This is an optimization exercise on Yosys and OpenROAD, whose aim is small area, a short achievable clock period and few clock cycles, not a production implementation. RTL that was checked went through simulation tests only; none was proved equivalent to the original. Function not checked in run 1: the RTL went through the layout flow alone.

--- flow/design.v ---
module padder1(in, byte_num, out);
    input      [31:0] in;
    input      [1:0]  byte_num;
    output reg [31:0] out;
    always @ (*)
      case (byte_num)
        0: out = 32'h1000000;
        1: out = {in[31:24], 24'h010000};
        2: out = {in[31:16], 16'h0100};
        3: out = {in[31:8],   8'h01};
      endcase
endmodule
module rconst(n, rc);
    input      [4:0] n;
    output reg [6:0] rc;
    always @ (*)
      case (n)
        5'd0:  rc = 7'b0000001;
        5'd1:  rc = 7'b0011010;
        5'd2:  rc = 7'b1011110;
        5'd3:  rc = 7'b1110000;
        5'd4:  rc = 7'b0011111;
        5'd5:  rc = 7'b0100001;
        5'd6:  rc = 7'b1111001;
        5'd7:  rc = 7'b1010101;
        5'd8:  rc = 7'b0001110;
        5'd9:  rc = 7'b0001100;
        5'd10: rc = 7'b0110101;
        5'd11: rc = 7'b0100110;
        5'd12: rc = 7'b0111111;
        5'd13: rc = 7'b1001111;
        5'd14: rc = 7'b1011101;
        5'd15: rc = 7'b1010011;
        5'd16: rc = 7'b1010010;
        5'd17: rc = 7'b1001000;
        5'd18: rc = 7'b0010110;
        5'd19: rc = 7'b1100110;
        5'd20: rc = 7'b1111001;
        5'd21: rc = 7'b1011000;
        5'd22: rc = 7'b0100001;
        5'd23: rc = 7'b1110100;
        default: rc = 7'b0000000;
      endcase
endmodule
module round(in, mb, mg, pad, rc, rst, out);
    input  [1599:0] in;
    input  [575:0]  mb, mg;
    input           pad;
    input  [6:0]    rc;
    input           rst;
    output [1599:0] out;
    wire   [1599:0] a, t, b, nf;
    wire   [319:0]  c, d;
    wire   [575:0]  mn, s;
    assign s = {in[575] ^ pad, in[574:0]};
    knand #(576) an_ (mb, mg, mn);
    kxn   #(576) ax_ (s, mn, a[575:0]);
    assign a[1599:576] = in[1599:576];
    genvar x, y;
    generate
      for (x = 0; x < 5; x = x + 1) begin : TC
        wire [63:0] p01, p23, p234;
        kx2 #(64) x01_  (a[64*x +: 64], a[64*(x+5) +: 64], p01);
        kx2 #(64) x23_  (a[64*(x+10) +: 64], a[64*(x+15) +: 64], p23);
        kx2 #(64) x234_ (p23, a[64*(x+20) +: 64], p234);
        kx2 #(64) xc_   (p01, p234, c[64*x +: 64]);
      end
      for (x = 0; x < 5; x = x + 1) begin : TD
        wire [63:0] cm = c[64*((x+4)%5) +: 64];
        wire [63:0] cp = c[64*((x+1)%5) +: 64];
        kx2 #(64) xd_ (cm, {cp[62:0], cp[63]}, d[64*x +: 64]);
      end
      for (y = 0; y < 5; y = y + 1) begin : TY
        for (x = 0; x < 5; x = x + 1) begin : TX
          kx2 #(64) xt_ (a[64*(5*y+x) +: 64], d[64*x +: 64], t[64*(5*y+x) +: 64]);
        end
      end
    endgenerate
    function integer rot;
      input integer x, y;
      case (5*y+x)
        0: rot = 0;   1: rot = 1;   2: rot = 62;  3: rot = 28;  4: rot = 27;
        5: rot = 36;  6: rot = 44;  7: rot = 6;   8: rot = 55;  9: rot = 20;
        10: rot = 3;  11: rot = 10; 12: rot = 43; 13: rot = 25; 14: rot = 39;
        15: rot = 41; 16: rot = 45; 17: rot = 15; 18: rot = 21; 19: rot = 8;
        20: rot = 18; 21: rot = 2;  22: rot = 61; 23: rot = 56; 24: rot = 14;
        default: rot = 0;
      endcase
    endfunction
    generate
      for (y = 0; y < 5; y = y + 1) begin : PY
        for (x = 0; x < 5; x = x + 1) begin : PX
          localparam integer R = rot(x, y);
          localparam integer D = 5*((2*x+3*y)%5) + y;
          wire [63:0] l = t[64*(5*y+x) +: 64];
          if (R == 0)
            assign b[64*D +: 64] = l;
          else
            assign b[64*D +: 64] = {l[63-R:0], l[63:64-R]};
        end
      end
    endgenerate
    generate
      for (y = 0; y < 5; y = y + 1) begin : CY
        for (x = 0; x < 5; x = x + 1) begin : CX
          wire [63:0] b0 = b[64*(5*y+x) +: 64];
          wire [63:0] b1 = b[64*(5*y+(x+1)%5) +: 64];
          wire [63:0] b2 = b[64*(5*y+(x+2)%5) +: 64];
          wire [63:0] o;
          korn #(64) o_ (b1, b2, o);
          if (x == 0 && y == 0) begin : I
            wire [63:0] k = {rc[6], 31'b0, rc[5], 15'b0, rc[4], 7'b0, rc[3], 3'b0, rc[2], 1'b0, rc[1], rc[0]};
            wire [63:0] bk = b0 ^ k;
            kx2 #(64) x_ (bk, o, nf[64*(5*y+x) +: 64]);
          end else begin : N
            kx2 #(64) x_ (b0, o, nf[64*(5*y+x) +: 64]);
          end
        end
      end
    endgenerate
    knor #(1600) r_ (nf, {1600{rst}}, out);
endmodule
module kx2(a, b, y);
    parameter W = 64;
    input  [W-1:0] a, b;
    output [W-1:0] y;
    assign y = a ^ b;
endmodule
module kxn(a, b, y);
    parameter W = 64;
    input  [W-1:0] a, b;
    output [W-1:0] y;
    assign y = ~(a ^ b);
endmodule
module korn(a, b, y);
    parameter W = 64;
    input  [W-1:0] a, b;
    output [W-1:0] y;
    assign y = a | ~b;
endmodule
module knand(a, b, y);
    parameter W = 64;
    input  [W-1:0] a, b;
    output [W-1:0] y;
    assign y = ~(a & b);
endmodule
module knor(a, b, y);
    parameter W = 64;
    input  [W-1:0] a, b;
    output [W-1:0] y;
    assign y = ~(a | b);
endmodule
module keccak(clk, reset, in, in_ready, is_last, byte_num, buffer_full, out, out_ready);
    input              clk, reset;
    input      [31:0]  in;
    input              in_ready, is_last;
    input      [1:0]   byte_num;
    output             buffer_full;  
    output     [511:0] out;
    output reg         out_ready;
    reg       [1599:0] st;      
    reg        [575:0] mb;      
    reg        [17:0]  th;      
    reg        [17:0]  g;       
    reg                pad;     
    reg                ab;      
    reg                busy;    
    reg        [4:0]   rn;      
    reg        [6:0]   rc;      
    reg                full;    
    reg                blast;   
    reg                inl;     
    reg                bf;      
    reg                fin;     
    wire               accept = in_ready & ~bf;
    wire       [31:0]  p1, v, sv;
    wire       [17:0]  wsel;
    wire               complete = accept & (th[16] | is_last);
    wire               last_rnd = busy & (rn == 5'd23);
    wire               full_n  = (full & ~ab) | complete;
    wire               blast_n = (blast & ~ab) | (accept & is_last);
    wire               inl_n   = inl | (accept & is_last);
    wire               busy_n  = ab | (busy & ~last_rnd);
    wire               ab_n    = full_n & ~busy_n;
    wire       [17:0]  th_n    = ab ? 18'b0 : (th | wsel);
    wire       [4:0]   rn_n    = ab ? 5'd1 : (busy & ~last_rnd) ? rn + 5'd1 : 5'd0;
    wire       [6:0]   rc_n;
    wire               run = ab | busy;
    wire      [1599:0] r_out;
    wire       [575:0] mg;
    genvar w, j;
    assign buffer_full = bf;
    padder1 p0 (in, byte_num, p1);
    assign v  = is_last ? p1 : in;
    assign sv = {v[7:0], v[15:8], v[23:16], v[31:24]};
    generate
      for (w = 0; w < 18; w = w + 1) begin : W
        if (w == 0)
          assign wsel[w] = accept & ~th[w];
        else
          assign wsel[w] = accept & th[w-1] & ~th[w];
        always @ (posedge clk)
          if (wsel[w])
            mb[32*w +: 32] <= sv;
        assign mg[32*w +: 32] = {32{g[w]}};
      end
    endgenerate
    rconst rconst_ (rn_n, rc_n);
    always @ (posedge clk)
      if (reset)
        begin
          th <= 0; g <= 0; pad <= 0; ab <= 0; busy <= 0; rn <= 0;
          rc <= 7'b0000001; full <= 0; blast <= 0; inl <= 0; bf <= 0;
          fin <= 0; out_ready <= 0;
        end
      else
        begin
          th <= th_n;
          g <= {18{ab_n}} & th_n;
          pad <= ab_n & blast_n;
          ab <= ab_n;
          busy <= busy_n;
          rn <= rn_n;
          rc <= rc_n;
          full <= full_n;
          blast <= blast_n;
          inl <= inl_n;
          bf <= full_n | inl_n;
          fin <= fin | pad;
          out_ready <= out_ready | (fin & last_rnd);
        end
    round round_ (st, mb, mg, pad, rc, reset, r_out);
    always @ (posedge clk)
      if (run | reset)
        st <= r_out;
    generate
      for (j = 0; j < 64; j = j + 1) begin : O
        assign out[511-8*j -: 8] = st[64*(j/8) + 8*(j%8) +: 8];
      end
    endgenerate
endmodule
--- flow/constraint.sdc ---
create_clock -name core_clock -period 6.5 [get_ports {clk}]
set_input_delay 1.3000 -clock core_clock [delete_from_list [all_inputs] [get_ports {clk}]]
set_output_delay 1.3000 -clock core_clock [all_outputs]
set_load 0.01 [all_outputs]
--- flow/run.sh ---
#!/bin/bash
# synth_recipe.tcl (not shown) runs the flow's synth.tcl, then flattens the netlist and writes it again
# the make line also repeats each setting of config.mk as NAME=value (left out here)
make -C /OpenROAD-flow-scripts/flow DESIGN_CONFIG=/design/flow/config.mk WORK_HOME=/design/flow/orfs CLKGATE_MAP_FILE= SYNTH_SCRIPT=/design/flow/synth_recipe.tcl finish
--- flow/config.mk ---
export PLATFORM = sky130hd
export DESIGN_NAME = keccak
export DESIGN_NICKNAME = keccak
export VERILOG_FILES = /design/flow/design.v
export SDC_FILE = /design/flow/constraint.sdc
export NUM_CORES = 4
export LEC_CHECK = 0
export CAP_MARGIN = 40
export CORE_MARGIN = 2
export CORE_UTILIZATION = 30
export PLACE_DENSITY = 0.45
export SETUP_SLACK_MARGIN = 3.0
export SLEW_MARGIN = 40
export SYNTH_HIERARCHICAL = 1
==> results of run 1 <==
## cell usage in the layout, fill, tap and decap left out, types with 308 or more instances in the layout
master / count
nor2_1: 1610
xor2_2: 1081
xor2_1: 3087
clkdlybuf4s50_1: 531
buf_4: 1653
nand2b_1: 1588
buf_12: 378
clkbuf_16: 308
nand2_1: 537
edfxtp_1: 2176
xor2_4: 641
## Yosys stat by module (local to each module, per instance), excerpt
module / flops+latches / cells inside
keccak: 2233 / 2938
rconst: 0 / 56
padder1: 0 / 37
round: 0 / 8
## registers in the layout, summed over array words and instances (netlist names)
name,cells
ab,1
bf,1
blast,1
busy,1
fin,1
full,1
g,18
inl,1
mb,576
out_ready,1
pad,1
rc,7
rn,5
st,1600
th,18
## layout make-up
type                       count  area, sq um  area share
tap                         6125         7664     0.03713
timing repair buffer        2804        28420      0.1377
antenna                      104        260.3    0.001261
inverter                       6        22.52   0.0001091
multi-input combinational   9415        94090      0.4558
sequential                  2233        66540      0.3224
clock inverter               167         1533    0.007426
clock buffer                 370         7885     0.03820
## worst register-to-register path, delay by kind of cell, from the launching register on
family,cells,cell delay (ns)
xor gates and xnor gates,6,1.97
DFF,1,0.35
and+or+nand+nor,3,0.58
buffers and inverters,3,0.54
## timing repair
action / CTS / global route
hold buffers: 0 / 0
setup buffers: 787 / 294
cloned: 2 / 3
setup endpoints to repair: 1648 / 1031
gates resized for setup: 2071 / 716
pin swaps: 353 / 252
## cells by family after synthesis
group           after synthesis  synth area share
simple gates               3931            0.1388
compound gates               44          0.002036
mux                          39          0.003181
xor+xnor                   5386            0.3427
flops                      2233            0.4830
fa+ha+maj                     8         0.0007272
other cells                   1        0.00002724
buf+inv                     549           0.02963
## path summary, 6_finish.rpt
check | start | to | slack (ns) | cells past startpoint
setup / recovery | g[9]$_SDFF_PP0_ | st[359]$_DFFE_PP_ | 2.87 | 12
hold / removal | inl$_SDFF_PP0_ | inl$_SDFF_PP0_ | 0.46 | 2
setup reg to reg | g[9]$_SDFF_PP0_ | st[359]$_DFFE_PP_ | 2.87 | 12
hold reg to reg | inl$_SDFF_PP0_ | inl$_SDFF_PP0_ | 0.46 | 2
## per-layer routing
metal	vias up	track usage	wire length, um
met5	-	0	321
met4	46	0.2904	89880
met3	1501	0.1191	100700
met2	6120	0.6146	418700
met1	57299	0.5471	398800
li1	42740	-	-
==> impl_metrics.py, run 1 <==
metrics = {
    "route": {
        "wl_per_cell_um": 47.51,
        "postRouteAntennaNets": 0,
        "drt-initial-drc-count": 15007,
        "vias": 107706,
        "routed_wl_mm": 1008,
        "drc_errors": 0,
        "first_pass_iters": 6,
        "vias_per_cell": 5.075,
    },
    "worst_setup_path": {
        "end_kind": "register",
        "path_class": "reg2reg",
        "critPathMaxStageDelay_ns": 0.56,
        "worstPathRequired_ns": 7.30,
        "cp_max_fo": 17,
        "cp.arrival_ns": 4.44,
        "cp-start-kind": "register",
        "cpMaxStageDelayCell": "xor2_2",
        "cp_num_buf_inv": 3,
        "path_cells": "buf_12 > buf_16 > nand2_1 > xnor2_2 > xor2_2 > xor2_4 > buf_12 > xor2_4 > xor2_2 > nand2b_1 > xor2_1 > nor2_1",
        "crit_family": "XOR/XNOR gates",
    },
    "timing": {
        "tightest_slew_ns": 1.054,
        "fmax_mhz": 275.1,
        "finClkSkew_ns": 0.07402,
        "tns_ns": 0,
        "drv_slew": 0,
        "post-route-period-util": 0.5591,
        "setup_viol": 0,
        "rsz0062_at_grt": "true",
        "fin_crit_ns": 3.634,
        "holdWs_ns": 0.4581,
        "final.setup.worst_slack_ns": 2.866,
        "relSlewSlack": 0.2972,
        "finalHoldViolations": 0,
    },
    "clock_tree": {
        "cts-root-buf": "clkbuf_16",
        "cts_made_buffers": 300,
        "cts_sinks": 2233,
        "cts_tree": "yes",
        "htree_levels": 5,
        "insertion_delay_ns": 1.04,
        "clkTransAtPathRegs_ns": 0.06,
        "clk_path_buf_depth": 4,
    },
    "placement": {
        "detailed_place_hpwl_mm": 852.0,
        "dp_slack_ns": 1.527,
        "place_area_sq_mm": 0.1627,
        "port-buffer-count": 551,
        "dp.cells": 19493,
        "place_congestion": 1.068,
    },
    "floorplan": {
        "core_sq_mm": 0.4564,
        "start_util": 0.3016,
        "ios": 552,
        "die_h_um": 681.4,
        "die_x_um": 681.4,
        "core.rowCount": 248,
        "die_area_sq_mm": 0.4643,
    },
    "synth": {
        "synthFlopType": "edfxtp_1",
        "yosys_warnings": 9,
        "synth.most_common_cell": "xor2_1",
        "synthDistinctLibCells": 50,
        "synth.top_cells.by_count": "xor2_1 (4809), edfxtp_1 (2176), nor2_1 (1653)",
        "synth_top_area_cell": "edfxtp_1",
        "synth-edff-count": 2176,
        "avgSynthCellArea_sq_um": 11.29,
        "syn_inst": 12191,
        "synth_seq_cells": 2233,
        "yosysSeqAreaShare": 0.4830,
        "async_reset_ff_frac": 0,
        "netlist_area_sq_mm": 0.1377,
        "synth.area.top_cells": "edfxtp_1 (47%), xor2_1 (31%), nand2b_1 (7.3%)",
        "synth_top_area_share": 0.4747,
    },
    "final_layout": {
        "drive_above_1_share": 0.3388,
        "finalCoreUtilization": 0.4522,
        "fin_cells": 21224,
        "finalInstanceArea_sq_mm": 0.2064,
        "fill_cells": 42297,
        "layout.nets": 14806,
        "area_delta_synth_final_pct": 49.94,
    },
    "global_route": {
        "grt_max_degree": 157,
        "grtUsageTotal": 0.4239,
        "grt_antenna_before_repair": 130,
        "first_global_vias": 99516,
        "grt_overflow": 0,
        "grt_first_pass_wirelength_mm": 1219,
    },
    "hold_path": {
        "hp-class": "reg2reg",
    },
    "run": {
        "cap_violations": 0,
    },
    "status": {
        "outcome": "no timing/DRC/antenna violations",
    },
}
==> inputs of run 2 (changes only) <==
--- a/flow/design.v
+++ b/flow/design.v
@@ -51,11 +51,12 @@
     output [1599:0] out;
     wire   [1599:0] a, t, b, nf;
     wire   [319:0]  c, d;
-    wire   [575:0]  mn, s;
-    assign s = {in[575] ^ pad, in[574:0]};
+    wire   [575:0]  mn, mm;
+    wire   [63:0]   k;
+    assign a = in;
+    assign k = {rc[6], 31'b0, rc[5], 15'b0, rc[4], 7'b0, rc[3], 3'b0, rc[2], 1'b0, rc[1], rc[0]};
     knand #(576) an_ (mb, mg, mn);
-    kxn   #(576) ax_ (s, mn, a[575:0]);
-    assign a[1599:576] = in[1599:576];
+    assign mm = mn ^ {pad, 511'b0, k};
     genvar x, y;
     generate
       for (x = 0; x < 5; x = x + 1) begin : TC
@@ -103,17 +104,18 @@
     generate
       for (y = 0; y < 5; y = y + 1) begin : CY
         for (x = 0; x < 5; x = x + 1) begin : CX
-          wire [63:0] b0 = b[64*(5*y+x) +: 64];
+          localparam integer L = 5*y+x;
+          wire [63:0] b0 = b[64*L +: 64];
           wire [63:0] b1 = b[64*(5*y+(x+1)%5) +: 64];
           wire [63:0] b2 = b[64*(5*y+(x+2)%5) +: 64];
           wire [63:0] o;
           korn #(64) o_ (b1, b2, o);
-          if (x == 0 && y == 0) begin : I
-            wire [63:0] k = {rc[6], 31'b0, rc[5], 15'b0, rc[4], 7'b0, rc[3], 3'b0, rc[2], 1'b0, rc[1], rc[0]};
-            wire [63:0] bk = b0 ^ k;
-            kx2 #(64) x_ (bk, o, nf[64*(5*y+x) +: 64]);
+          if (L < 9) begin : M
+            wire [63:0] bm;
+            kxn #(64) m_ (b0, mm[64*L +: 64], bm);
+            kx2 #(64) x_ (bm, o, nf[64*L +: 64]);
           end else begin : N
-            kx2 #(64) x_ (b0, o, nf[64*(5*y+x) +: 64]);
+            kx2 #(64) x_ (b0, o, nf[64*L +: 64]);
           end
         end
       end
@@ -157,35 +159,35 @@
     input      [1:0]   byte_num;
     output             buffer_full;  
     output     [511:0] out;
-    output reg         out_ready;
+    output reg         out_ready;    
     reg       [1599:0] st;      
     reg        [575:0] mb;      
     reg        [17:0]  th;      
     reg        [17:0]  g;       
     reg                pad;     
-    reg                ab;      
-    reg                busy;    
     reg        [4:0]   rn;      
+    reg                bnd;     
     reg        [6:0]   rc;      
     reg                full;    
     reg                blast;   
     reg                inl;     
     reg                bf;      
-    reg                fin;     
+    reg                fcur;    
     wire               accept = in_ready & ~bf;
     wire       [31:0]  p1, v, sv;
     wire       [17:0]  wsel;
     wire               complete = accept & (th[16] | is_last);
-    wire               last_rnd = busy & (rn == 5'd23);
-    wire               full_n  = (full & ~ab) | complete;
-    wire               blast_n = (blast & ~ab) | (accept & is_last);
+    wire               go      = ~out_ready & (~bnd | full | fcur);
+    wire               absorb  = bnd & full;
+    wire               stop    = bnd & fcur;
+    wire               full_n  = (full & ~absorb) | complete;
+    wire               blast_n = (blast & ~absorb) | (accept & is_last);
     wire               inl_n   = inl | (accept & is_last);
-    wire               busy_n  = ab | (busy & ~last_rnd);
-    wire               ab_n    = full_n & ~busy_n;
-    wire       [17:0]  th_n    = ab ? 18'b0 : (th | wsel);
-    wire       [4:0]   rn_n    = ab ? 5'd1 : (busy & ~last_rnd) ? rn + 5'd1 : 5'd0;
+    wire       [4:0]   rn_n    = ~go ? rn : bnd ? 5'd0 : rn + 5'd1;
+    wire               bnd_n   = (rn_n == 5'd23);
+    wire               ab_n    = bnd_n & full_n;
+    wire       [17:0]  th_n    = absorb ? 18'b0 : (th | wsel);
     wire       [6:0]   rc_n;
-    wire               run = ab | busy;
     wire      [1599:0] r_out;
     wire       [575:0] mg;
     genvar w, j;
@@ -209,29 +211,30 @@
     always @ (posedge clk)
       if (reset)
         begin
-          th <= 0; g <= 0; pad <= 0; ab <= 0; busy <= 0; rn <= 0;
-          rc <= 7'b0000001; full <= 0; blast <= 0; inl <= 0; bf <= 0;
-          fin <= 0; out_ready <= 0;
+          th <= 0; g <= 0; pad <= 0; rn <= 5'd23; bnd <= 1; rc <= 0;
+          full <= 0; blast <= 0; inl <= 0; bf <= 0; fcur <= 0;
+          out_ready <= 0;
         end
       else
         begin
           th <= th_n;
           g <= {18{ab_n}} & th_n;
           pad <= ab_n & blast_n;
-          ab <= ab_n;
-          busy <= busy_n;
           rn <= rn_n;
-          rc <= rc_n;
+          bnd <= bnd_n;
+          if (go)
+            rc <= rc_n;
           full <= full_n;
           blast <= blast_n;
           inl <= inl_n;
           bf <= full_n | inl_n;
-          fin <= fin | pad;
-          out_ready <= out_ready | (fin & last_rnd);
+          if (absorb)
+            fcur <= blast;
+          out_ready <= out_ready | (go & stop);
         end
     round round_ (st, mb, mg, pad, rc, reset, r_out);
     always @ (posedge clk)
-      if (run | reset)
+      if (go | reset)
         st <= r_out;
     generate
       for (j = 0; j < 64; j = j + 1) begin : O
--- a/flow/config.mk
+++ b/flow/config.mk
@@ -7,8 +7,8 @@
 export LEC_CHECK = 0
 export CAP_MARGIN = 40
 export CORE_MARGIN = 2
-export CORE_UTILIZATION = 30
-export PLACE_DENSITY = 0.45
+export CORE_UTILIZATION = 70
+export PLACE_DENSITY = 0.85
 export SETUP_SLACK_MARGIN = 3.0
 export SLEW_MARGIN = 40
 export SYNTH_HIERARCHICAL = 1
==> run 2 against run 1 <==
  * Synthesized area about the same
  * Synthesized cell count grew 0.18%
  * The flow now stops in global routing (5_1_grt)
==> impl_metrics.py, run 2 <==
metrics = {
    "status": {
        "stop_stage": "global routing (5_1_grt)",
        "stop_error": "[ERROR GRT-0116] Global routing finished with congestion. Check the congestion regions in the DRC Viewer.",
        "outcome": "aborted with a tool error",
    },
    "synth": {
        "synth.most_common_cell": "xor2_1",
        "synthDistinctLibCells": 52,
        "synth-edff-count": 2176,
        "avgSynthCellArea_sq_um": 11.27,
        "netlist_area_sq_mm": 0.1376,
        "async_reset_ff_frac": 0,
        "synth_seq_cells": 2232,
        "yosys_warnings": 9,
        "synth.area.top_cells": "edfxtp_1 (47%), xor2_1 (31%), nand2b_1 (7.3%)",
        "yosysSeqAreaShare": 0.4831,
        "synth_top_area_share": 0.4749,
        "synthFlopType": "edfxtp_1",
        "synth.top_cells.by_count": "xor2_1 (4808), edfxtp_1 (2176), nor2_1 (1650)",
        "syn_inst": 12213,
        "synth_top_area_cell": "edfxtp_1",
    },
    "placement": {
        "place_area_sq_mm": 0.1484,
        "port-buffer-count": 551,
        "dp.cells": 15116,
        "place_congestion": 1.434,
        "dp_slack_ns": 2.389,
        "detailed_place_hpwl_mm": 553.6,
    },
    "global_route": {
        "grt_max_degree": 169,
        "grt_first_pass_wirelength_mm": 1049,
        "grt_overflow": 662,
        "first_global_vias": 113450,
        "grtUsageTotal": 0.7723,
    },
    "clock_tree": {
        "clk_path_buf_depth": 3,
        "ctsHoldBuffers": 0,
        "cts-root-buf": "clkbuf_16",
        "cts_sinks": 2232,
        "htree_levels": 4,
        "cts_made_buffers": 229,
    },
    "floorplan": {
        "die_h_um": 447.3,
        "ios": 552,
        "core.rowCount": 162,
        "die_x_um": 447.3,
        "start_util": 0.7049,
    },
}
-- run 2: cell count changes after synthesis, moves of 6 or more --
cell | previous run | this run
nand2_1 | 599 | 616
a21oi_1 | 25 | 34
nor3_1 | 5 | 17
nor4_2 | 19 | 0
buf_2 | 11 | 5
nor2b_1 | 23 | 17
buf_1 | 0 | 6
-- run 2: cell families after synthesis --
logic type	share of synthesized area
other cells	0.00002726
buf+inv	0.02940
compound gates	0.002646
fa+ha+maj	0.0007275
simple gates	0.1382
xor+xnor	0.3427
mux	0.003183
flops	0.4831
-- run 2: worst max path at each step --
| stage | startpoint | endpoint | slack [ns] | cells past startpoint |
|---|---|---|---|---|
| after floorplan | reset | st[0]$_DFFE_PP_ | -6.92 | 2 |
| after CTS | st[1104]$_DFFE_PP_ | st[101]$_DFFE_PP_ | 2.84 | 8 |
| after detailed placement | in_ready | mb[102]$_DFFE_PP_ | 2.39 | 6 |
| after global placement | in_ready | mb[367]$_DFFE_PP_ | 1.45 | 5 |
-- run 2: per-module statistics from Yosys (local to each module, per instance), a selection --
module,times used,cell area [sq um]
padder1,1,245.2
round,1,70.07
keccak,1,71580
rconst,1,431.7
-- run 2: what timing repair did --
item / 4_1_cts
resized for setup: 156
setup endpoints to repair: 245
buffers inserted: 12
hold endpoints to repair: 0
-- run 2: layer usage --
layer / GRT usage / GRT overflow
met5: 0.4022 / 1
met3: 0.6930 / 14
met2: 0.8958 / 370
met1: 0.7785 / 5
met4: 0.7009 / 272
Testbench counts of run 2, summed over its fixed seeds: cycles 39,635.
==> inputs of run 3 (changes only) <==
--- a/flow/design.v
+++ b/flow/design.v
@@ -163,6 +163,7 @@
     reg       [1599:0] st;      
     reg        [575:0] mb;      
     reg        [17:0]  th;      
+    reg        [17:0]  ws;      
     reg        [17:0]  g;       
     reg                pad;     
     reg        [4:0]   rn;      
@@ -188,6 +189,8 @@
     wire               ab_n    = bnd_n & full_n;
     wire       [17:0]  th_n    = absorb ? 18'b0 : (th | wsel);
     wire       [6:0]   rc_n;
+    wire               bf_n    = full_n | inl_n;
+    wire       [17:0]  ws_n;
     wire      [1599:0] r_out;
     wire       [575:0] mg;
     genvar w, j;
@@ -197,10 +200,11 @@
     assign sv = {v[7:0], v[15:8], v[23:16], v[31:24]};
     generate
       for (w = 0; w < 18; w = w + 1) begin : W
+        assign wsel[w] = in_ready & ws[w];
         if (w == 0)
-          assign wsel[w] = accept & ~th[w];
+          assign ws_n[w] = ~bf_n & ~th_n[w];
         else
-          assign wsel[w] = accept & th[w-1] & ~th[w];
+          assign ws_n[w] = ~bf_n & th_n[w-1] & ~th_n[w];
         always @ (posedge clk)
           if (wsel[w])
             mb[32*w +: 32] <= sv;
@@ -211,13 +215,14 @@
     always @ (posedge clk)
       if (reset)
         begin
-          th <= 0; g <= 0; pad <= 0; rn <= 5'd23; bnd <= 1; rc <= 0;
+          th <= 0; ws <= 18'b1; g <= 0; pad <= 0; rn <= 5'd23; bnd <= 1; rc <= 0;
           full <= 0; blast <= 0; inl <= 0; bf <= 0; fcur <= 0;
           out_ready <= 0;
         end
       else
         begin
           th <= th_n;
+          ws <= ws_n;
           g <= {18{ab_n}} & th_n;
           pad <= ab_n & blast_n;
           rn <= rn_n;
@@ -227,7 +232,7 @@
           full <= full_n;
           blast <= blast_n;
           inl <= inl_n;
-          bf <= full_n | inl_n;
+          bf <= bf_n;
           if (absorb)
             fcur <= blast;
           out_ready <= out_ready | (go & stop);
--- a/flow/config.mk
+++ b/flow/config.mk
@@ -7,8 +7,8 @@
 export LEC_CHECK = 0
 export CAP_MARGIN = 40
 export CORE_MARGIN = 2
-export CORE_UTILIZATION = 70
-export PLACE_DENSITY = 0.85
+export CORE_UTILIZATION = 50
+export PLACE_DENSITY = 0.65
 export SETUP_SLACK_MARGIN = 3.0
 export SLEW_MARGIN = 40
 export SYNTH_HIERARCHICAL = 1
==> run 3 against run 2 <==
  * Now clean on timing, DRC and antenna
  * Synthesized cell count grew 0.13%
  * Synthesized area up 0.32%
==> impl_metrics.py, run 3 <==
metrics = {
    "final_layout": {
        "drive_above_1_share": 0.1656,
        "final_cell_mix": "xor2_1 (3631), edfxtp_1 (2176), nor2_1 (1649)",
        "layout.nets": 13119,
        "largest_reg_flops": 1600,
        "finalCoreUtilization": 0.6289,
        "area_delta_synth_final_pct": 24.89,
        "largestRegisters": "st: 1600 flops, mb: 576 flops",
        "final_common_cell": "xor2_1",
        "fill_cells": 21265,
        "largest-register": "st",
    },
    "clock_tree": {
        "htree_levels": 5,
        "clk_path_buf_depth": 4,
        "cts_tree": "yes",
        "cts_made_buffers": 271,
        "cts-root-buf": "clkbuf_16",
        "insertion_delay_ns": 0.96,
        "cts_sinks": 2250,
        "clkTransAtPathRegs_ns": 0.06,
    },
    "synth": {
        "yosysSeqAreaShare": 0.4841,
        "syn_inst": 12229,
        "async_reset_ff_frac": 0,
        "synthFlopType": "edfxtp_1",
        "synth.area.top_cells": "edfxtp_1 (47%), xor2_1 (31%), nand2b_1 (7.3%)",
        "yosys_warnings": 9,
        "synth_top_area_share": 0.4734,
        "synth.most_common_cell": "xor2_1",
        "synthDistinctLibCells": 56,
        "synth.top_cells.by_count": "xor2_1 (4809), edfxtp_1 (2176), nor2_1 (1650)",
        "netlist_area_sq_mm": 0.1380,
        "avgSynthCellArea_sq_um": 11.29,
        "synth_seq_cells": 2250,
        "synth-edff-count": 2176,
        "synth_top_area_cell": "edfxtp_1",
    },
    "timing": {
        "post-route-period-util": 0.5903,
        "drv_slew": 0,
        "finalHoldViolations": 0,
        "tns_ns": 0,
        "fmax_mhz": 260.6,
        "finClkSkew_ns": 0.04353,
        "holdWs_ns": 0.4804,
        "relSlewSlack": 0.2551,
        "fin_crit_ns": 3.837,
        "setup_viol": 0,
        "rsz0062_at_grt": "true",
        "tightest_slew_ns": 1.114,
    },
    "route": {
        "postRouteAntennaNets": 0,
        "vias": 109980,
        "wl_per_cell_um": 49.70,
        "drc_errors": 0,
        "drt-initial-drc-count": 21674,
        "first_pass_iters": 9,
        "routed_wl_mm": 847.6,
        "vias_per_cell": 6.448,
    },
    "floorplan": {
        "die_area_sq_mm": 0.2803,
        "start_util": 0.5036,
        "ios": 552,
        "core.rowCount": 192,
        "core_sq_mm": 0.2741,
        "die_x_um": 529.4,
        "die_h_um": 529.4,
    },
    "status": {
        "outcome": "no timing/DRC/antenna violations",
    },
    "worst_setup_path": {
        "cp_max_fo": 5,
        "cpMaxStageDelayCell": "xor2_1",
        "worstPathRequired_ns": 7.16,
        "cp.arrival_ns": 4.49,
        "path_cells": "xor2_1 > xor2_1 > xor2_2 > xor2_2 > xor2_4 > nand2b_1 > xor2_1 > nor2_1",
        "r2r_end": "st[1219]$_DFFE_PP_",
        "reg2reg_depth": 8,
        "cp-start-kind": "register",
        "end_kind": "register",
        "cp_num_buf_inv": 0,
        "reg2reg_setup_slack_ns": 2.66,
        "cp_common_cell": "xor2_1",
        "crit_family": "XOR/XNOR gates",
        "path_class": "reg2reg",
        "critPathMaxStageDelay_ns": 0.58,
        "r2r_start": "st[1247]$_DFFE_PP_",
    },
    "placement": {
        "port-buffer-count": 551,
        "place_congestion": 1.229,
        "detailed_place_hpwl_mm": 700.7,
    },
    "global_route": {
        "grt_max_degree": 158,
        "grtUsageTotal": 0.5919,
        "grt_first_pass_wirelength_mm": 1044,
        "grt_antenna_before_repair": 94,
        "first_global_vias": 98815,
        "grt_overflow": 0,
    },
    "hold_path": {
        "hp-class": "reg2reg",
        "min_from": "fcur$_SDFFE_PP0P_",
        "worst_hold_path.num_cells": 2,
        "min_to": "fcur$_SDFFE_PP0P_",
    },
    "run": {
        "cap_violations": 0,
    },
}
run 3: cell count changes after synthesis, sizes merged, moves of 3 or more:
cell | before | now
a21oi | 34 | 12
and2 | 8 | 28
and3 | 7 | 24
dfxtp | 56 | 74
inv | 4 | 7
nand2 | 616 | 598
nor2b | 17 | 14
nor4 | 4 | 1
o2bb2ai | 0 | 3
or2 | 7 | 4
run 3: per-layer routing:
| layer | part of all wire | vias up | track usage |
|---|---|---|---|
| met1 | 0.31 | 55392 | 0.6603 |
| met4 | 0.13 | 44 | 0.5901 |
| met2 | 0.38 | 11469 | 0.7728 |
| li1 | - | 39737 | - |
| met3 | 0.18 | 3338 | 0.3266 |
| met5 | 0.0026 | - | 0.02788 |
run 3: Yosys stat by module, one instance, submodules excluded, excerpt:
module   area, sq um  flip-flops and latches  cells
padder1        245.2                       0     37
keccak         72020                    2250   2976
rconst         431.7                       0     56
round          70.07                       0      8
run 3: worst max path at each step:
stage	to	cells after the start	slack, ns	startpoint
final	st[1219]$_DFFE_PP_	8	2.66	st[1247]$_DFFE_PP_
after global placement	st[713]$_DFFE_PP_	8	1.93	st[1136]$_DFFE_PP_
after global routing	st[1098]$_DFFE_PP_	8	2.84	st[890]$_DFFE_PP_
after detailed placement	st[973]$_DFFE_PP_	8	2.35	st[1257]$_DFFE_PP_
after CTS	st[546]$_DFFE_PP_	8	2.82	st[1188]$_DFFE_PP_
after floorplan	st[0]$_DFFE_PP_	2	-1.63	reset
run 3: what timing repair did:
item	4_1_cts	5_1_grt
gates resized for setup	412	309
endpoints found under the hold margin	0	0
endpoints found under the setup margin	762	598
hold buffers	0	0
buffers inserted	87	59
pin swaps	26	60
run 3: area by class of cell:
class | count | area [sq um] | area share
diodes | 84 | 210.2 | 0.001219
clock buffers | 335 | 7159 | 0.04153
clock inverters | 152 | 1640 | 0.009515
inverters | 7 | 30.03 | 0.0001742
multi-input cells | 9437 | 80730 | 0.4683
flip-flops and latches | 2250 | 66890 | 0.3880
well taps | 3686 | 4612 | 0.02675
repair buffers | 1106 | 11120 | 0.06448
run 3: worst register-to-register path, delay by kind of cell, from the launching register on:
family	cells	cell delay, ns
XOR/XNOR	6	2.75
flip-flops	1	0.49
AND/OR/NAND/NOR	2	0.31
run 3: metrics by stage:
stage	setup slack [ns]	cells	instance area, sq um
after floorplan	-1.625	12235	138100
after global placement	1.929	16310	149000
after detailed placement	2.352	16336	155000
after CTS	2.817	16910	168200
after global routing	2.841	16982	172200
final	2.663	17057	172400
run 3: cells by family (layout without fill, tap and decap cells):
group                      Yosys count  after routing  synth area share
AOI/OAI and AO/OA                   40             40          0.002275
xor gates and xnor gates          5385           5385            0.3417
adders and majority gates            8              8         0.0007252
buffers and inverters              548           1600           0.02938
DFF                               2250           2250            0.4841
muxes                               40             40          0.003245
other                                1             91        0.00002717
and+or+nand+nor                   3957           3957            0.1386
Testbench counts of run 3, summed over its fixed seeds: cycles 39,635.
==> inputs of run 4 (changes only) <==
--- a/flow/config.mk
+++ b/flow/config.mk
@@ -8,6 +8,8 @@
 export CAP_MARGIN = 40
 export CORE_MARGIN = 2
 export CORE_UTILIZATION = 50
+export CTS_CLUSTER_DIAMETER = 60
+export CTS_CLUSTER_SIZE = 24
 export PLACE_DENSITY = 0.65
 export SETUP_SLACK_MARGIN = 3.0
 export SLEW_MARGIN = 40
==> run 4 against run 3 <==
  * First-iteration DRC count is 0.27% higher
  * Critical path depth is 1 lower
  * Synthesized cell count unchanged
  * Non-clock buffer count is 30 higher
  * Setup slack improved by 0.010 ns
  * Global-route usage is 0.29 points lower
  * Fmax is 0.26% higher
  * Final cell count fell by 0.32%
  * Clock skew decreased by 0.00067 ns
  * Clock-buffer cell count down 99
  * Critical path type unchanged
==> impl_metrics.py, run 4 <==
metrics = {
    "synth": {
        "synthFlopType": "edfxtp_1",
        "muxShareOfSynthArea": 0.003245,
        "synthDistinctLibCells": 56,
        "yosys.area_share.simple": 0.1386,
        "synth_top_family_by_area": "XOR/XNOR gates",
        "synthXorXnorAreaFrac": 0.3417,
        "netlist_area_sq_mm": 0.1380,
        "syn_inst": 12229,
        "synth_compound_area_frac": 0.002275,
        "synth.most_common_cell": "xor2_1",
        "synth.top_cells.by_count": "xor2_1 (4809), edfxtp_1 (2176), nor2_1 (1650)",
        "async_reset_ff_frac": 0,
        "yosysSeqAreaShare": 0.4841,
        "synthAdderAreaFrac": 0.0007252,
        "avgSynthCellArea_sq_um": 11.29,
        "yosys_warnings": 9,
        "synth-edff-count": 2176,
        "synth_top_area_cell": "edfxtp_1",
        "synth_seq_cells": 2250,
        "synth.area.top_cells": "edfxtp_1 (47%), xor2_1 (31%), nand2b_1 (7.3%)",
        "synth_top_area_share": 0.4734,
    },
    "timing": {
        "finalHoldViolations": 0,
        "post-route-period-util": 0.5887,
        "tns_ns": 0,
        "rsz0062_at_grt": "true",
        "relSlewSlack": 0.2510,
        "drv_slew": 0,
        "finClkSkew_ns": 0.04286,
        "fin_crit_ns": 3.827,
        "fmax_mhz": 261.3,
        "tightest_slew_ns": 1.120,
        "final.setup.worst_slack_ns": 2.673,
        "setup_viol": 0,
    },
    "route": {
        "wl_per_cell_um": 49.61,
        "routed_wl_mm": 843.5,
        "postRouteAntennaNets": 0,
        "vias": 108784,
        "vias_per_cell": 6.398,
        "drt-initial-drc-count": 21733,
        "first_pass_iters": 7,
        "drc_errors": 0,
    },
    "worst_setup_path": {
        "cp_num_buf_inv": 0,
        "end_kind": "register",
        "cp_common_cell": "xor2_1",
        "cp-start-kind": "register",
        "cp.arrival_ns": 4.53,
        "crit_family": "XOR/XNOR gates",
        "path_class": "reg2reg",
        "path_cells": "xor2_1 > xor2_1 > xor2_1 > xor2_1 > xor2_2 > xor2_1 > nor2_1",
        "cpMaxStageDelayCell": "xor2_1",
        "critPathMaxStageDelay_ns": 0.67,
        "worstPathRequired_ns": 7.20,
        "cp_max_fo": 5,
    },
    "final_layout": {
        "final_cell_mix": "xor2_1 (3622), edfxtp_1 (2176), nor2_1 (1649)",
        "fill_cells": 21331,
        "multi_input_area_sq_mm": 0.08082,
        "largestRegisters": "st: 1600 flops, mb: 576 flops",
        "fin_cells": 17002,
        "layout.nets": 13092,
        "area_delta_synth_final_pct": 24.16,
        "final-seq-area_sq_mm": 0.06689,
        "largest_reg_flops": 1600,
        "drive_above_1_share": 0.1696,
        "largest-register": "st",
        "final_common_cell": "xor2_1",
    },
    "global_route": {
        "first_global_vias": 97680,
        "grt_overflow": 0,
        "grt_antenna_before_repair": 82,
        "grtUsageTotal": 0.5890,
        "grt_max_degree": 158,
        "grt_first_pass_wirelength_mm": 1036,
    },
    "clock_tree": {
        "insertion_delay_ns": 0.99,
        "cts_tree": "yes",
        "cts-root-buf": "clkbuf_16",
        "clkTransAtPathRegs_ns": 0.09,
        "clk_path_buf_depth": 4,
        "ctsHoldBuffers": 0,
        "htree_levels": 4,
        "cts_made_buffers": 214,
        "cts_sinks": 2250,
    },
    "placement": {
        "dp.cells": 16336,
        "dp_slack_ns": 2.352,
        "port-buffer-count": 551,
        "detailed_place_hpwl_mm": 700.7,
        "place_congestion": 1.229,
    },
    "status": {
        "outcome": "no timing/DRC/antenna violations",
    },
    "floorplan": {
        "core_sq_mm": 0.2741,
        "ios": 552,
        "die_area_sq_mm": 0.2803,
        "start_util": 0.5036,
        "die_x_um": 529.4,
        "die_h_um": 529.4,
        "core.rowCount": 192,
    },
    "hold_path": {
        "hp-class": "reg2reg",
    },
    "run": {
        "cap_violations": 0,
    },
}
run 4: cells by family (layout without fill, tap and decap cells):
| logic type | count (synthesis) | in the layout |
|---|---|---|
| xor gates and xnor gates | 5385 | 5385 |
| AOI/OAI and AO/OA | 40 | 40 |
| muxes | 40 | 40 |
| and+or+nand+nor | 3957 | 3957 |
| buffers and inverters | 548 | 1542 |
| DFF | 2250 | 2250 |
| other | 1 | 94 |
| adders and majority gates | 8 | 8 |
run 4: per-layer routing:
metal  share of wire  routed length (um)  GRT usage
met3            0.18              148900     0.3192
met4            0.13              107700     0.5850
met2            0.38              319600     0.7692
met1            0.32              265900     0.6616
met5          0.0016                1325    0.02788
run 4: path summary, 6_finish.rpt:
| kind | from | endpoint | slack, ns | cells past startpoint |
|---|---|---|---|---|
| worst min-delay path | fcur$_SDFFE_PP0P_ | fcur$_SDFFE_PP0P_ | 0.49 | 2 |
| worst max-delay path | st[1248]$_DFFE_PP_ | st[1028]$_DFFE_PP_ | 2.67 | 7 |
| worst max register to register | st[1248]$_DFFE_PP_ | st[1028]$_DFFE_PP_ | 2.67 | 7 |
| worst min register to register | fcur$_SDFFE_PP0P_ | fcur$_SDFFE_PP0P_ | 0.49 | 2 |
run 4: through the flow:
step	hold slack, ns	instance area, sq um	util
2_1_floorplan	0.4337	138100	-
3_3_place_gp	0.4480	149000	0.5436
3_5_place_dp	0.4701	155000	0.5654
4_1_cts	0.4883	167100	0.6097
5_1_grt	0.5220	171200	0.6245
6_report	0.4919	171400	0.6253
run 4: worst register-to-register path, cell delays in order, from the launching register on:
cell	delay [ns]
edfxtp_1	0.45
xor2_1	0.50
xor2_1	0.27
xor2_1	0.34
xor2_1	0.67
xor2_2	0.67
xor2_1	0.18
nor2_1	0.46
run 4: final cells by class:
cell class | count | share of cell area
tap | 3686 | 0.02691
inverter | 7 | 0.0001752
antenna | 87 | 0.001270
timing repair buffer | 1136 | 0.06597
multi-input combinational | 9437 | 0.4716
clock buffer | 236 | 0.03247
sequential | 2250 | 0.3903
clock inverter | 163 | 0.01135
run 4: modules after synthesis, one instance, submodules excluded, a selection:
module | area (sq um) | flip-flops and latches | cells inside | copies in the design
keccak | 72020 | 2250 | 2976 | 1
rconst | 431.7 | 0 | 56 | 1
padder1 | 245.2 | 0 | 37 | 1
round | 70.07 | 0 | 8 | 1
run 4: repair_timing:
| item | 4_1_cts | 5_1_grt |
|---|---|---|
| pin swaps | 23 | 57 |
| endpoints found under the setup margin | 780 | 639 |
| setup buffers | 113 | 63 |
| resized for setup | 412 | 317 |
==> inputs of run 5 (changes only) <==
--- a/flow/config.mk
+++ b/flow/config.mk
@@ -7,10 +7,8 @@
 export LEC_CHECK = 0
 export CAP_MARGIN = 40
 export CORE_MARGIN = 2
-export CORE_UTILIZATION = 50
-export CTS_CLUSTER_DIAMETER = 60
-export CTS_CLUSTER_SIZE = 24
-export PLACE_DENSITY = 0.65
+export CORE_UTILIZATION = 40
+export PLACE_DENSITY = 0.55
 export SETUP_SLACK_MARGIN = 3.0
 export SLEW_MARGIN = 40
 export SYNTH_HIERARCHICAL = 1
==> run 5 against run 4 <==
  * Still clean
  * Non-clock buffer count rose by 187
  * Fmax rose by 1.1%
  * Utilization fell by 11 points
  * Synthesized cell count did not move
  * Register-to-register slack improved by 0.04 ns
  * Sequential share of layout area fell by 1.3 points
  * Design area rose by 3.6%
  * Largest cell class unchanged
  * Highest routed layer unchanged
==> impl_metrics.py, run 5 <==
metrics = {
    "final_layout": {
        "final_cell_mix": "xor2_1 (3520), edfxtp_1 (2176), nor2_1 (1642)",
        "drive_above_1_share": 0.1885,
        "largest_reg_flops": 1600,
        "multi_input_area_sq_mm": 0.08262,
        "layout.nets": 13350,
        "final_common_cell": "xor2_1",
        "fill_cells": 29977,
        "finalInstanceArea_sq_mm": 0.1775,
        "final-seq-area_sq_mm": 0.06689,
        "area_delta_synth_final_pct": 28.59,
        "largestRegisters": "st: 1600 flops, mb: 576 flops",
        "largest-register": "st",
        "finalCoreUtilization": 0.5171,
    },
    "timing": {
        "finClkSkew_ns": 0.05582,
        "setup_viol": 0,
        "rsz0062_at_grt": "true",
        "tightest_slew_ns": 1.051,
        "fmax_mhz": 264.3,
        "fin_crit_ns": 3.784,
        "finalHoldViolations": 0,
        "post-route-period-util": 0.5822,
        "tns_ns": 0,
        "drv_slew": 0,
        "relSlewSlack": 0.2973,
    },
    "clock_tree": {
        "cts_made_buffers": 285,
        "ctsHoldBuffers": 0,
        "clkTransAtPathRegs_ns": 0.06,
        "insertion_delay_ns": 0.99,
        "cts_tree": "yes",
        "cts_sinks": 2250,
        "cts-root-buf": "clkbuf_16",
        "htree_levels": 5,
        "clk_path_buf_depth": 4,
    },
    "route": {
        "drt-initial-drc-count": 18768,
        "postRouteAntennaNets": 0,
        "wl_per_cell_um": 51.02,
        "drc_errors": 0,
        "first_pass_iters": 6,
        "vias_per_cell": 5.900,
        "vias": 107233,
        "routed_wl_mm": 927.3,
    },
    "worst_setup_path": {
        "cp-start-kind": "register",
        "cp.arrival_ns": 4.44,
        "reg2reg_setup_slack_ns": 2.72,
        "cp_num_buf_inv": 0,
        "end_kind": "register",
        "path_class": "reg2reg",
        "cp_max_fo": 5,
        "critPathMaxStageDelay_ns": 0.64,
        "cp_common_cell": "xor2_1",
        "cpMaxStageDelayCell": "xor2_2",
        "path_cells": "xor2_1 > xor2_1 > xor2_2 > xor2_2 > xor2_1 > xor2_1 > nor2_1",
        "crit_family": "XOR/XNOR gates",
        "worstPathRequired_ns": 7.16,
    },
    "floorplan": {
        "ios": 552,
        "die_area_sq_mm": 0.3498,
        "die_x_um": 591.4,
        "core_sq_mm": 0.3433,
        "die_h_um": 591.4,
        "core.rowCount": 215,
        "start_util": 0.4021,
    },
    "synth": {
        "synth_seq_cells": 2250,
        "async_reset_ff_frac": 0,
        "yosysSeqAreaShare": 0.4841,
        "yosys_warnings": 9,
        "synth.area.top_cells": "edfxtp_1 (47%), xor2_1 (31%), nand2b_1 (7.3%)",
        "synthFlopType": "edfxtp_1",
        "netlist_area_sq_mm": 0.1380,
        "synth.top_cells.by_count": "xor2_1 (4809), edfxtp_1 (2176), nor2_1 (1650)",
        "synth.most_common_cell": "xor2_1",
        "synthDistinctLibCells": 56,
        "synth_top_area_share": 0.4734,
        "synth-edff-count": 2176,
        "avgSynthCellArea_sq_um": 11.29,
        "synth_top_area_cell": "edfxtp_1",
        "syn_inst": 12229,
    },
    "placement": {
        "place_congestion": 1.150,
        "port-buffer-count": 551,
        "detailed_place_hpwl_mm": 777.0,
        "place_area_sq_mm": 0.1586,
    },
    "global_route": {
        "grt_max_degree": 144,
        "first_global_vias": 97211,
        "grt_first_pass_wirelength_mm": 1128,
        "grt_antenna_before_repair": 118,
        "grt_overflow": 0,
        "grtUsageTotal": 0.5198,
    },
    "hold_path": {
        "hp-class": "reg2reg",
    },
    "run": {
        "cap_violations": 0,
    },
    "status": {
        "outcome": "no timing/DRC/antenna violations",
    },
}
run 5: cell counts after synthesis:
Identical to the previous run, type by type.
run 5: tightest hold or removal path, stage by stage, from the launching register on:
cell	delay, ns
dfxtp_1	0.31
nor2_1	0.06
nor2_1	0.07
run 5: kinds of logic after synthesis:
family	share of synthesized area
compound gates	0.002275
xor+xnor	0.3417
fa+ha+maj	0.0007252
buf+inv	0.02938
flops	0.4841
mux	0.003245
other cells	0.00002717
simple gates	0.1386
run 5: layout make-up:
type / count / area share
inverter: 7 / 0.0001692
sequential: 2250 / 0.3769
tap: 4557 / 0.03212
clock buffer: 363 / 0.04302
clock inverter: 149 / 0.007289
antenna: 89 / 0.001255
multi-input combinational: 9437 / 0.4655
timing repair buffer: 1323 / 0.07377
run 5: worst paths after layout:
kind | from | endpoint | cells past startpoint
setup / recovery | st[1168]$_DFFE_PP_ | st[1184]$_DFFE_PP_ | 7
hold / removal | th[17]$_SDFF_PP0_ | th[17]$_SDFF_PP0_ | 2
setup reg to reg | st[1168]$_DFFE_PP_ | st[1184]$_DFFE_PP_ | 7
hold reg to reg | th[17]$_SDFF_PP0_ | th[17]$_SDFF_PP0_ | 2
run 5: timing repair:
| item | CTS | global route |
|---|---|---|
| endpoints found under the hold margin | 0 | 0 |
| pin swaps | 47 | 77 |
| setup endpoints to repair | 1047 | 502 |
| setup buffers | 179 | 67 |
| gates resized for setup | 512 | 232 |
run 5: modules after synthesis, one instance, submodules excluded, excerpt:
module   cells  times used
rconst      56           1
round        8           1
padder1     37           1
keccak    2976           1
run 5: metal layers:
layer	vias to the layer above	wire [um]	share of wire	global-route usage
met5	-	201	0.00022	0
met4	30	104400	0.11	0.4767
li1	40154	-	-	-
met2	9013	364300	0.39	0.7035
met3	2068	130300	0.14	0.2131
met1	55968	328100	0.35	0.6260
run 5: stage by stage:
step | std cells | setup WS [ns] | hold WS, ns
floorplan | 12235 | -1.625 | 0.4337
global placement | 17298 | 1.045 | 0.4496
detailed placement | 17318 | 2.159 | 0.4624
CTS | 18009 | 2.732 | 0.4759
global route | 18087 | 2.869 | 0.5155
finish | 18175 | 2.716 | 0.4737

==> static timing again, ports no longer ideal <==
In the flow no input, the clock included, has a driving cell. The finished layouts below were timed again as built, in two steps. Step 1 (the two cells are an assumption about what drives the block):
set clk [get_ports {clk}]
set_driving_cell -lib_cell sky130_fd_sc_hd__clkbuf_16 $clk
set_driving_cell -lib_cell sky130_fd_sc_hd__buf_2 [delete_from_list [all_inputs] $clk]
Step 2 also shifts input and output timing later by t, the mid clock arrival at the registers, as if the neighbouring blocks saw the same clock. Slacks: ideal ports / drivers / drivers and shift; pairs: ideal ports / drivers.
run	t (ns)	slack for setup (ns)	hold WS [ns]	worst slew at a driven data input, ns
run 1	1.140	2.866 / 2.835 / 2.397	0.458 / 0.458 / 0.458	0.09
run 3	1.056	2.663 / 2.663 / 2.158	0.480 / 0.480 / 0.480	0.08
run 4	1.083	2.673 / 2.673 / 2.119	0.492 / 0.492 / 0.492	0.08
run 5	1.087	2.716 / 2.716 / 1.855	0.474 / 0.474 / 0.474	0.08
After both steps setup and hold are still met in every run listed. For run 5, which loses most, drivers alone change the setup slack by 0.000 ns; drivers and shift together by -0.861 ns.
